Background: an optimization exercise with open tools, aiming at small area and a short achievable clock period. Do not read the settings as production practice.
The RTL was checked by simulation tests, not by an equivalence proof against the original design.

== v10 ==
## MAC_25
module MAC_25(
    input         sys_clk,
    input         sys_en,
    input         rst_n,
    input  [7:0]  data_in_a,
    input         sign_data_in_a,
    input  [7:0]  data_in_b,
    output [15:0] mul_output,
    output [24:0] mac_output
);
Settings: LEC_CHECK=0, CAP_MARGIN=20, CORE_MARGIN=2, CORE_UTILIZATION=40, SETUP_SLACK_MARGIN=2.0, SLEW_MARGIN=20; clock period 12.0 ns.
standard.sh (not shown) runs the stock make flow with config.mk's settings and CLKGATE_MAP_FILE= SYNTH_SCRIPT=/design/flow/synth_recipe.tcl, a recipe that flattens the netlist after the stock synthesis.
==> flow/flow/run.sh <==
#!/bin/bash
set -euo pipefail
sed 's/yosys synth -nofsm -noshare/yosys synth -nofsm -noshare -noabc/' synth_recipe.tcl > my_synth.tcl
bash standard.sh "SYNTH_SCRIPT=$PWD/my_synth.tcl" "BUFFER_PORTS_ARGS=-buffer_cell sky130_fd_sc_hd__buf_1" finish > standard.log 2>&1
The flow did not stop early for v10: all stages ran, and the layout cleared the timing, design-rule and antenna checks.
The inputs of v45 differ from those of v10 as listed below.
Settings: TNS_END_PERCENT now 1, previously not set; SETUP_SLACK_MARGIN now 3.25, was 2.0.
### Flow results
Between v45 and v10, met1 track demand over resource is lower for v10, v45 comes in above that.
Global router's overall resource usage came out higher on v45 than on v10.
Comparing v45 and v10, the higher post-route fraction of the period consumed by the critical path is on v10.
Comparing v45 and v10, the higher final worst clock skew is on v10.
Min via count of the first global-routing pass across v45 and v10: v10
v10 → v45: register share of the cell area -1.4 points.
## Diff of input files: v58 against v45
Settings: changing TNS_END_PERCENT from 1 to 0; changing SETUP_SLACK_MARGIN from 3.25 to 3.0.
### Flow results
When v58 is measured against v45, its portion of the clock cycle consumed by the worst path in the final layout turns out 1.6 points higher.
Looking at multi-input gate share of the layout cell area, v58 sits 0.67 points higher than v45 does.
Delta (v58 minus v45): post-layout instance count excluding filler cells went down; wire length on met3 went up; cell area after layout went down; async set-reset flop share out of synthesis did not really move.
v58 vs v45: sequential share of layout area up in v58
As far as synthesized area goes, v45 and v58 are indistinguishable; the numbers are identical.
Detailed route, v58 vs v45: via total lower for v58
Input changes introduced in v15 (baseline for comparison: v58):
Settings: a deleted TNS_END_PERCENT that had been 0; a change of SETUP_SLACK_MARGIN from 3.0 to 2.75.
==> flow/flow/run.sh <==
#!/bin/bash
set -euo pipefail
HERE=$PWD
sed -e 's#^source \$::env(SCRIPTS_DIR)/synth_preamble.tcl#source $::env(SCRIPTS_DIR)/synth_preamble.tcl\nset abc_args [lreplace $abc_args 1 1 '"$HERE"'/flow/abc.script]#' \
    "$FLOW_HOME/scripts/synth.tcl" > my_synth_core.tcl
sed -e 's/yosys synth -nofsm -noshare/yosys synth -nofsm -noshare -noabc/' \
    -e 's#^source \$::env(SCRIPTS_DIR)/synth.tcl#source '"$HERE"'/my_synth_core.tcl#' synth_recipe.tcl > my_synth.tcl
bash standard.sh "SYNTH_SCRIPT=$HERE/my_synth.tcl" "BUFFER_PORTS_ARGS=-buffer_cell sky130_fd_sc_hd__buf_1"  finish > standard.log 2>&1
==> flow/flow/abc.script (new file) <==
&get -n
&st
&dch
&nf
&st
&syn2
&synch2
&nf
&st
&syn2
&synch2
&nf
&st
&syn2
&synch2
&nf
&st
&syn2
&synch2
&nf
&st
&syn2
&synch2
&nf
&put
buffer -c
topo
stime -c
upsize -c
dnsize -c
### Flow results
v15 closes out successfully: all stages finished, all timing, DRC and antenna checks passed.
On worst setup slack for register-to-register paths: v15 sits below v58.
v15 vs. v58: aggregate global routing overflow now sits at about the same level; number of tap instances shrank by 3.
~same insertion delay of the later-clocked pin in the worst-skew pair in v15 and v58
--- input diff v15..v31 ---
Settings: SETUP_SLACK_MARGIN now 2.5, was 2.75.
==> flow/flow/run.sh <==
#!/bin/bash
set -euo pipefail
sed 's/yosys synth -nofsm -noshare/yosys synth -nofsm -noshare -noabc/' synth_recipe.tcl > my_synth.tcl
bash standard.sh "SYNTH_SCRIPT=$PWD/my_synth.tcl" "BUFFER_PORTS_ARGS=-buffer_cell sky130_fd_sc_hd__buf_1" finish > standard.log 2>&1
removed: flow/flow/abc.script
Notes after the runs:
Re slew at the pin closest to its max-slew limit: v31 is 0.14 ns up on v15. Compared with v15, in v31 post-placement worst setup slack grew by 0.58 ns, final area shrank by 58 sq um.

MAC_25, a different RTL version from the one above (not shown whole).
Size in the first run: ~320 cells after synthesis, about 25 flip-flops, about 3200 um^2 of cells after synthesis.
Settings: LEC_CHECK=0, CAP_MARGIN=20, CORE_MARGIN=2, CORE_UTILIZATION=50, SETUP_SLACK_MARGIN=2.5, SLEW_MARGIN=20; clock period 12.0 ns.
==> flow/flow/run.sh <==
#!/bin/bash
set -euo pipefail
sed 's/yosys synth -nofsm -noshare/yosys synth -nofsm -noshare -noabc/' synth_recipe.tcl > my_synth.tcl
bash standard.sh "SYNTH_SCRIPT=$PWD/my_synth.tcl" "BUFFER_PORTS_ARGS=-buffer_cell sky130_fd_sc_hd__buf_1"  finish > standard.log 2>&1
The baseline went through all stages and came out clean.
Then changed:
CORE_UTILIZATION = 60   (was 50)
=> The changed run finished with timing, DRC and antenna clean; worst hold slack barely changes; routed wire length came out lower by 2.7%; critical path depth rises by 1; count of clock-buffer cells in the layout stays the same; global-route usage came out higher by 3.1 points; design area is lower by about 1%.
Then changed:
==> flow/flow/run.sh (replaced) <==
#!/bin/bash
set -euo pipefail
sed 's/yosys synth -nofsm -noshare/yosys synth -nofsm -noshare -noabc/' synth_recipe.tcl > my_synth.tcl
bash standard.sh "SYNTH_SCRIPT=$PWD/my_synth.tcl" "BUFFER_PORTS_ARGS=-buffer_cell sky130_fd_sc_hd__buf_1" finish > standard.log 2>&1
CORE_UTILIZATION = 40   (was 60)
The changed run completed without violations; cell count rises by 7.4%; clock skew increases by 0.0078 ns; wire length increases by about 4.7%; sequential share of layout area went down by 0.31 points.

## port drivers added, routing unchanged
In the flow no input, the clock included, has a driving cell. The finished layouts below were timed again as built, in two steps. Step 1 assumes that a clkbuf_16 drives the clock port and a buf_2 every other input. Step 2 also shifts input and output timing later by t, the mid clock arrival at the registers, as if the neighbouring blocks saw the same clock. Three values: ideal, step 1, step 2; two values: the first two.
| run | shift t [ns] | setup slack, ns | latest minus earliest clock arrival (ns) | pins driven straight from the clock port |
|---|---|---|---|---|
| v10 | 0.289 | 2.551 / 2.528 / 2.469 | 0.007 / 0.008 | 1 |
| v45 | 0.289 | 3.314 / 3.261 / 3.179 | 0.003 / 0.003 | 1 |
| v58 | 0.288 | 3.125 / 3.093 / 2.997 | 0.006 / 0.005 | 1 |
| v15 | 0.290 | 2.914 / 2.866 / 2.866 | 0.004 / 0.004 | 1 |
| v31 | 0.289 | 2.752 / 2.731 / 2.658 | 0.004 / 0.004 | 1 |
| the first run of note 2 | 0.297 | 2.841 / 2.815 / 2.669 | 0.006 / 0.007 | 1 |
| the second run of note 2 | 0.287 | 2.766 / 2.742 / 2.697 | 0.002 / 0.002 | 1 |
| the third run of note 2 | 0.295 | 2.806 / 2.782 / 2.665 | 0.010 / 0.009 | 1 |
After both steps setup and hold are still met in every run listed. For the first run of note 2, which loses most, drivers alone change the setup slack by -0.026 ns; drivers and shift together by -0.172 ns.
